This is an optimization exercise on Yosys and OpenROAD, whose aim is small area, a short achievable clock period and few clock cycles per item, not a production implementation.
In this exercise RTL edits were held to simulation tests only and were not proved equivalent to the original.
Power figures rest on the tool's default switching activity, not on a simulated workload.

==> flow/design.v (outline; a module is shown in full before it is edited, if it fits) <==
// module mmult: 1635 lines
module mmult(
    input clk,
    input reset_n,
    input enable,
    input [0:9*8-1] A_mat,
    input [0:9*8-1] B_mat,
    output valid,
    output reg [0:9*17-1] C_mat
);
  // ...
==> flow/flow/run.sh <==
#!/bin/bash
# Standard layout, with these changes: Yosys's "abc -fast" pre-pass is skipped
# (so the full adders extract with clean polarity), the port buffers are the
# smallest plain buffer instead of the delay buffer buffer_ports picks, and
# timing repair aims for 6.6 ns of setup slack instead of 0.
export SYNTH_ARGS=-noabc
export BUFFER_PORTS_ARGS="-buffer_cell sky130_fd_sc_hd__buf_1"
export SETUP_SLACK_MARGIN=6.6
bash standard.sh > standard.log 2>&1
==> flow/standard.sh <==
#!/bin/bash
# synth_recipe.tcl (not shown) runs the flow's synth.tcl, then flattens the netlist and writes it again
# the make line also repeats each setting of config.mk as NAME=value (left out here)
make -C /OpenROAD-flow-scripts/flow DESIGN_CONFIG=/design/flow/config.mk WORK_HOME=/design/flow/orfs CLKGATE_MAP_FILE= SYNTH_SCRIPT=/design/flow/synth_recipe.tcl "${@:-finish}"
==> flow/config.mk <==
export PLATFORM = sky130hd
export DESIGN_NAME = mmult
export DESIGN_NICKNAME = mmult
export VERILOG_FILES = /design/flow/design.v
export SDC_FILE = /design/flow/constraint.sdc
export NUM_CORES = 4
export LEC_CHECK = 0
export CAP_MARGIN = 20
export CORE_MARGIN = 2
export CORE_UTILIZATION = 40
export SLEW_MARGIN = 20
==> flow/constraint.sdc <==
create_clock -name core_clock -period 11.0 [get_ports {clk}]
set_input_delay 2.2000 -clock core_clock [delete_from_list [all_inputs] [get_ports {clk}]]
set_output_delay 2.2000 -clock core_clock [all_outputs]
set_load 0.01 [all_outputs]
==> run_results.csv, run 1 <==
group,metric,value,unit
run_status,status,"timing/DRC/antenna clean",
setup_path,crit_type,"reg -> reg",
final_layout,final_nets,3930,
setup_path,path_cells,"buf_12 > nor2_1 > fa_1 > fa_1 > fa_1 > fa_1 > ha_2 > and3_1 > and2_1 > nand2_1 > o32ai_2 > xnor2_1 > nor2_1",
yosys,synth_edf_count,24,
routing,top_layer,"met4",
routing,drt-total-wl,80.3,mm
setup_path,reg2reg_depth,13,
timing,timing.hold.ws,0.461,ns
hold_path,hp-start,"B[41]$_DFF_P_",
timing,fin_skew,0.0274,ns
placed_design,dp_hpwl,59.0,mm
hold_path,min_to,"B[17]$_DFF_P_",
power,seqPwrFrac,16.6,%
cts,clock_sinks,299,
power,vdd.ir_drop.worst,0.142,mV
setup_path,r2r_slack,6.75,ns
floorplan,dieArea,70000,um^2
final_layout,multi_input_cells,2380,
floorplan,start_util,40.4,%
final_layout,register_area,6240,um^2
timing,timing.fmax,0.235,GHz
power,powerSeq,1.48,mW
routing,dr_wl_met3,6.22,mm
final_layout,reg_top3,"C_mat: 153 flops, A: 72 flops, B: 72 flops",
timing,rsz0062_at_grt,"true",
flow_run,drv_cap,0,
setup_path,path_buf_inv,1,
global_route,gr-usage-met3,5.21,%
Testbench counts, summed over its fixed seeds: cycles 2,048, items 512.
==> run 2, diff against run 1 <==
--- a/flow/config.mk
+++ b/flow/config.mk
@@ -8,4 +8,6 @@
 export CAP_MARGIN = 20
 export CORE_MARGIN = 2
 export CORE_UTILIZATION = 40
+export CTS_CLUSTER_DIAMETER = 150
+export CTS_CLUSTER_SIZE = 20
 export SLEW_MARGIN = 20
==> run 2 against run 1 <==
Die area unchanged. Power decreased by 6.2%. Hold slack got worse by 0.0037 ns. Highest routed layer unchanged.
==> run_results.csv, run 2 <==
group,metric,value,unit
yosys,seq_area_frac_synth,22.9,%
cts,clk_latency,0.56,ns
yosys,synth_area_leaders,"fa_1, dfxtp_1, nor2_1",
floorplan,start_util,40.4,%
routing,ant_nets,0,
final_layout,antennaDiodeCount,0,
yosys,yosysTopAreaCell,"fa_1",
placed_design,routabilityCongestion,0.913,
yosys,yosysUniqueCellTypes,68,
power,vdd.ir_drop.worst,0.160,mV
cts,cts_inserted_buffers,18,
power,p_sw,4.18,mW
cts,clock_sinks,299,
timing,max_slew_margin,32.5,%
setup_path,worstPathMaxFanout,24,
floorplan,placementRows,95,
yosys,syn_nets,3693,
yosys,ys_ff_latch,299,
power,p_sw_share,50.1,%
final_layout,largest_register_ff_count,153,
timing,worst_slew_pin_slew,1.01,ns
timing,rsz0062_at_grt,"true",
final_layout,syn2layout_area_growth,11.1,%
final_layout,stdcell_count,3984,
routing,drt-wirelength-per-cell,20.0,um
setup_path,end_kind,"flip-flop",
setup_path,crit_type,"reg -> reg",
final_layout,final_nets,3909,
global_route,grt_overflow,0,
timing,tns,0,ns
hold_path,min_path_cells,2,
placed_design,dp_hpwl,59.0,mm
yosys,synthFlopType,"dfxtp_1",
timing,drv_slew,0,
yosys,synth_edf_count,24,
yosys,async_reset_ff_share,0,%
global_route,grt_first_pass_wirelength,126,mm
cts,cts-root-buf,"clkbuf_16",
power,power_density,276,nW/um^2
cts,cts_tree,"done",
power,p_int,4.16,mW
routing,drcViolationCount,0,
yosys,netlist_instances,2888,
global_route,grt_antenna_before_repair,0,
yosys,syn_area_per_cell,9.41,um^2
final_layout,final_core_util,44.9,%
routing,vias,21588,
setup_path,start_kind,"flip-flop",
timing,fin_skew,0.0262,ns
placed_design,port_buffers,300,
power,finalPower,8.34,mW
routing,avgViaCountPerCell,5.42,
final_layout,largest_register,"C_mat",
cts,postCtsSetupRepairBufs,0,
final_layout,final_common_cell,"nor2_1",
global_route,grt_start_max_net_pins,190,
cts,cts_max_path_buffers,3,
global_route,grt_pass1_vias,22095,
final_layout,final_cell_mix,"nor2_1, fa_1, buf_1",
yosys,yosys.area.top_type_share,32.5,%
run_status,status,"timing/DRC/antenna clean",
cts,hold_buffers,0,
cts,h-tree-depth,1,
final_layout,drive_above_1_share,3.92,%
timing,timing.fmax,0.235,GHz
cts,cts.reportedPaths.clkPinSlew,0.10,ns
routing,drt_iter0_drc,1556,
routing,drt_pass1_iterations,5,
timing,finalSetupViolations,0,
setup_path,reg2reg_depth,13,
yosys,synth_warnings,1,
yosys,synthTopCellsByCount,"nor2_1, fa_1, dfxtp_1",
setup_path,cp.arrival,4.74,ns
yosys,synth.most_common_cell,"nor2_1",
floorplan,die_h,265,um
floorplan,dieArea,70000,um^2
hold_path,hp-start,"B[25]$_DFF_P_",
timing,timing.final.hold_violations,0,
power,seqPwrFrac,17.7,%
timing,min_period,4.26,ns
floorplan,core,67200,um^2
final_layout,reg_top3,"C_mat: 153 flops, A: 72 flops, B: 72 flops",
placed_design,placedCellCount,3955,
power,clock_power_share,8.7,%
yosys,netlist_area,27200,um^2
floorplan,die-width,265,um
setup_path,r2r_slack,6.74,ns
hold_path,hold_class,"reg -> reg",
setup_path,crit_required,11.48,ns
floorplan,io-pin-count,301,
power,p_leak,13.5,nW
routing,drt-total-wl,79.9,mm
global_route,grtUsageTotal,22.9,%
timing,min_period_over_period,38.7,%
flow_run,drv_cap,0,
hold_path,min_to,"B[1]$_DFF_P_",
power,combPwrFrac,73.6,%
setup_path,worstReg2RegEnd,"C_mat[68]$_SDFF_PP0_",
setup_path,r2r_start,"B[10]$_DFF_P_",
-- run 2: metal layers --
layer	track usage, %	routed length, um
met4	6.62	2510
met1	31.2	34900
met3	4.45	5960
met5	0	0
met2	37.1	36500
-- run 2: worst max path at each step --
stage	cells after the start	end	slack [ns]	start
2_1_floorplan	14	C_mat[68]$_SDFF_PP0_	6.84	B[10]$_DFF_P_
3_3_place_gp	12	C_mat[137]$_SDFF_PP0_	6.31	B[17]$_DFF_P_
3_5_place_dp	11	C_mat[87]$_SDFF_PP0_	6.23	B[17]$_DFF_P_
4_1_cts	11	C_mat[87]$_SDFF_PP0_	6.60	B[17]$_DFF_P_
5_1_grt	13	C_mat[68]$_SDFF_PP0_	6.48	B[10]$_DFF_P_
6_report	13	C_mat[68]$_SDFF_PP0_	6.74	B[10]$_DFF_P_
-- run 2: metrics by stage --
step / setup slack [ns] / hold WS (ns) / instance area, um^2
final: 6.74 / 0.457 / 30200
after global routing: 6.48 / 0.490 / 30200
after CTS: 6.60 / 0.451 / 29700
after detailed placement: 6.23 / 0.455 / 29200
after global placement: 6.31 / 0.452 / 29200
after floorplan: 6.84 / 0.444 / 27200
-- run 2: worst max-delay path, stage by stage (launching register included) --
cell      delay (ns)
dfxtp_1         0.35
buf_8           0.21
nor2_1          0.11
fa_1            0.45
fa_1            0.47
fa_1            0.52
fa_1            0.50
ha_2            0.32
a21oi_1         0.21
o21ai_0         0.12
a221oi_1        0.30
o31ai_1         0.18
a31oi_1         0.23
mux2i_1         0.20
-- run 2: power groups by stage --
stage / combinational, mW / clock [mW] / sequential, mW
after floorplan: 4.57 / 0 / 1.49
after global placement: 5.89 / 0 / 1.51
after detailed placement: 5.89 / 0 / 1.50
after CTS: 5.95 / 0.757 / 1.48
after global routing: 6.93 / 0.789 / 1.50
final: 6.14 / 0.729 / 1.47
-- run 2: final cells by class --
type,count,area [um^2]
multi-input cells,2380,20300
flip-flops and latches,299,6240
inverters,52,203
clock buffers,27,505
repair buffers,353,1840
well taps,873,1090
fillers,6559,37000
-- run 2: repair_timing --
action | 4_1_cts | 5_1_grt
gates cloned | 0 | 2
pin swaps | 0 | 3
endpoints found under the setup margin | 26 | 35
endpoints found under the hold margin | 0 | 0
gates resized for setup | 13 | 95
-- run 2: cells by family (layout without fill, tap and decap cells) --
group,after synthesis,count (layout),share of synthesized area [%]
compound gates,483,483,11.2
fa+ha+maj,658,658,42.5
mux,12,12,0.442
flops,299,299,22.9
buf+inv,209,432,2.89
simple gates,1128,1128,16.8
xor+xnor,99,99,3.19
==> run 3, diff against run 2 <==
--- a/flow/config.mk
+++ b/flow/config.mk
@@ -7,7 +7,7 @@
 export LEC_CHECK = 0
 export CAP_MARGIN = 20
 export CORE_MARGIN = 2
-export CORE_UTILIZATION = 40
+export CORE_UTILIZATION = 55
 export CTS_CLUSTER_DIAMETER = 150
 export CTS_CLUSTER_SIZE = 20
 export SLEW_MARGIN = 20
==> run 3 against run 2 <==
Clock-buffer cell count rose by 1. Critical path type unchanged. Wire length fell by 2.2%. Cell count fell by 5.3%. Clock power fell by 1%. Hold slack got worse by 0.0055 ns. Die area fell by 27%. Sequential share of layout area rose by 0.27 points. Non-clock buffer count fell by 4. Register-to-register slack barely moved. Flip-flop and latch count did not move. Power rose by 0.67%. Largest cell class unchanged.
==> run_results.csv, run 3 <==
group,metric,value,unit
setup_path,end_kind,"flip-flop",
global_route,grt_overflow,0,
yosys,synth_area_leaders,"fa_1, dfxtp_1, nor2_1",
final_layout,final_common_cell,"nor2_1",
power,p_leak,13.5,nW
setup_path,r2r_start,"B[3]$_DFF_P_",
routing,drt_iter0_drc,1443,
floorplan,die_h,226,um
yosys,synth_warnings,1,
setup_path,path_cells,"buf_8 > nor2_1 > fa_1 > fa_1 > fa_1 > fa_1 > ha_2 > a21o_1 > a311o_1 > o211ai_1 > a21oi_1 > o31a_1 > nor3_1",
final_layout,final_cell_mix,"nor2_1, fa_1, buf_1",
final_layout,multiInputGateArea,20300,um^2
setup_path,r2r_slack,6.72,ns
setup_path,cp_slowest_cell,"fa_1",
timing,min_period,4.28,ns
setup_path,crit_type,"reg -> reg",
timing,worst_slack,6.72,ns
setup_path,crit_required,11.44,ns
yosys,syn_nets,3693,
hold_path,hold_class,"reg -> reg",
floorplan,io-pin-count,301,
yosys,synth_edf_count,24,
cts,cts_tree,"done",
placed_design,dp_slack,5.95,ns
yosys,yosysTopAreaCell,"fa_1",
timing,min_period_over_period,38.9,%
yosys,synthTopCellsByCount,"nor2_1, fa_1, dfxtp_1",
placed_design,port_buffers,300,
floorplan,start_util,55.6,%
setup_path,slowest_delay,0.56,ns
yosys,ys_ff_latch,299,
cts,clock_sinks,299,
timing,drv_slew,0,
routing,drt_pass1_iterations,7,
hold_path,min_path_cells,2,
placed_design,dp_hpwl,58.5,mm
setup_path,worstPathMaxFanout,24,
hold_path,min_to,"B[0]$_DFF_P_",
timing,worst_slew_pin_slew,0.821,ns
placed_design,routabilityCongestion,0.981,
floorplan,dieArea,51200,um^2
yosys,synth.most_common_cell,"nor2_1",
final_layout,largest_register,"C_mat",
final_layout,syn2layout_area_growth,9.74,%
cts,cts.reportedPaths.clkPinSlew,0.10,ns
setup_path,reg2reg_depth,13,
yosys,async_reset_ff_share,0,%
cts,hold_buffers,0,
setup_path,start_kind,"flip-flop",
cts,cts_inserted_buffers,18,
routing,vias,21931,
yosys,netlist_area,27200,um^2
routing,drt-total-wl,78.1,mm
placed_design,placedCellCount,3743,
yosys,netlist_instances,2888,
yosys,syn_area_per_cell,9.41,um^2
timing,fin_skew,0.0264,ns
final_layout,register_area,6240,um^2
global_route,grt_antenna_before_repair,0,
final_layout,final_nets,3905,
power,vdd.ir_drop.worst,0.144,mV
routing,drcViolationCount,0,
timing,timing.final.hold_violations,0,
setup_path,crit_top_cell,"fa_1",
power,power_density,282,nW/um^2
floorplan,core,48800,um^2
routing,ant_nets,0,
timing,max_slew_margin,45.3,%
floorplan,placementRows,81,
cts,h-tree-depth,1,
setup_path,cp.arrival,4.72,ns
cts,cts_max_path_buffers,3,
timing,timing.fmax,0.234,GHz
run_status,status,"timing/DRC/antenna clean",
yosys,yosysUniqueCellTypes,68,
final_layout,largest_register_ff_count,153,
routing,avgViaCountPerCell,5.81,
global_route,grt_pass1_vias,22942,
setup_path,worstReg2RegEnd,"C_mat[105]$_SDFF_PP0_",
timing,rsz0062_at_grt,"true",
timing,tns,0,ns
hold_path,hp-start,"B[24]$_DFF_P_",
cts,clk_latency,0.56,ns
yosys,yosys.area.top_type_share,32.5,%
global_route,grtUsageTotal,31.1,%
routing,drt-wirelength-per-cell,20.7,um
timing,finalSetupViolations,0,
global_route,grt_first_pass_wirelength,124,mm
final_layout,fillCellCount,4314,
final_layout,stdcell_count,3773,
global_route,grt_start_max_net_pins,174,
yosys,synthFlopType,"dfxtp_1",
final_layout,drive_above_1_share,3.83,%
floorplan,die-width,226,um
cts,cts-root-buf,"clkbuf_16",
yosys,seq_area_frac_synth,22.9,%
final_layout,reg_top3,"C_mat: 153 flops, A: 72 flops, B: 72 flops",
flow_run,drv_cap,0,
run 3: cell counts after synthesis:
No cell type changed its count.
run 3: power by group:
| part | internal [mW] | switching [mW] | leakage (nW) |
|---|---|---|---|
| Combinational | 2.55 | 3.66 | 10.7 |
| Sequential | 1.29 | 0.177 | 2.53 |
| Clock | 0.320 | 0.401 | 0.245 |
| Total | 4.16 | 4.24 | 13.5 |
run 3: worst max-delay path by stage:
stage | start | endpoint | slack [ns] | depth (start not counted)
floorplan | B[10]$_DFF_P_ | C_mat[68]$_SDFF_PP0_ | 6.84 | 14
global placement | reset_n | A[4]$_DFF_P_ | 6.00 | 6
detailed placement | enable | A[4]$_DFF_P_ | 5.95 | 6
CTS | A[53]$_DFF_P_ | C_mat[103]$_SDFF_PP0_ | 6.59 | 13
global route | B[3]$_DFF_P_ | C_mat[103]$_SDFF_PP0_ | 6.56 | 13
finish | B[3]$_DFF_P_ | C_mat[105]$_SDFF_PP0_ | 6.72 | 13
run 3: final cells by class:
cell class	instances	share of cell area (%)
Timing Repair Buffer	349	5.74
Inverter	52	0.680
Sequential cell	299	20.9
Multi-Input combinational cell	2380	68.1
Tap cell	664	2.79
Clock buffer	28	1.71
Antenna cell	1	0.00839
run 3: worst max-delay path: cells and delay by family (launching register included):
kind	cells	cell delay, ns
adders and majority gates	5	2.26
AOI/OAI and AO/OA	5	1.03
DFF	1	0.35
and+or+nand+nor	2	0.27
buffers and inverters	1	0.24
run 3: cells by family after synthesis:
| group | count (synthesis) | synth area share [%] |
|---|---|---|
| AOI/OAI and AO/OA | 483 | 11.2 |
| xor gates and xnor gates | 99 | 3.19 |
| adders and majority gates | 658 | 42.5 |
| buffers and inverters | 209 | 2.89 |
| DFF | 299 | 22.9 |
| muxes | 12 | 0.442 |
| and+or+nand+nor | 1128 | 16.8 |
run 3: what timing repair did:
action                     in CTS  in global routing
setup buffers                   0                  1
setup endpoints to repair      52                 38
resized for setup              15                 81
pin swaps                       0                  2
run 3: per-layer routing:
metal	up-vias	GRT usage, %	part of all wire, %
li1	10017	-	-
met1	10891	41.9	43
met2	857	50.0	45
met3	166	6.10	7.3
met4	0	11.4	4.1
met5	-	0	0
run 3: through the flow:
| stage | hold slack (ns) | cell area (um^2) | power, mW | utilization, % |
|---|---|---|---|---|
| final | 0.452 | 29800 | 8.39 | 61.0 |
| after global routing | 0.464 | 29800 | 9.19 | 61.0 |
| after CTS | 0.447 | 29500 | 8.23 | 60.3 |
| after detailed placement | 0.454 | 28900 | 7.45 | 59.2 |
| after global placement | 0.450 | 28900 | 7.42 | 59.2 |
| after floorplan | 0.444 | 27200 | 6.06 | - |

[static timing again, ports no longer ideal]
Ports are ideal in the flow. The routed layouts listed here were re-timed in OpenROAD. Step 1 sets driving cells, clkbuf_16 on the clock port and buf_2 on the other inputs (assumed; they add their load-dependent delay and slew). Step 2 moves the port delays by t, midway between the first and last clock arrival at a register: inputs arrive t later, outputs are due t later. That takes back most of the time a late clock gives input paths. a / b / c = ideal ports / drivers / drivers and shift; a / b = the first two.
| run | shift t [ns] | setup slack, ns | hold slack, ns | cell pins on the clock port's net |
|---|---|---|---|---|
| run 1 | 0.619 | 6.751 / 6.751 / 6.467 | 0.461 / 0.461 / 0.461 | 1 |
| run 2 | 0.604 | 6.739 / 6.739 / 6.491 | 0.457 / 0.457 / 0.457 | 1 |
| run 3 | 0.605 | 6.724 / 6.724 / 6.188 | 0.452 / 0.452 / 0.452 | 1 |
After both steps every run listed still meets setup and hold. For run 3, which loses most, drivers alone change the setup slack by 0.000 ns; drivers and shift together by -0.536 ns.
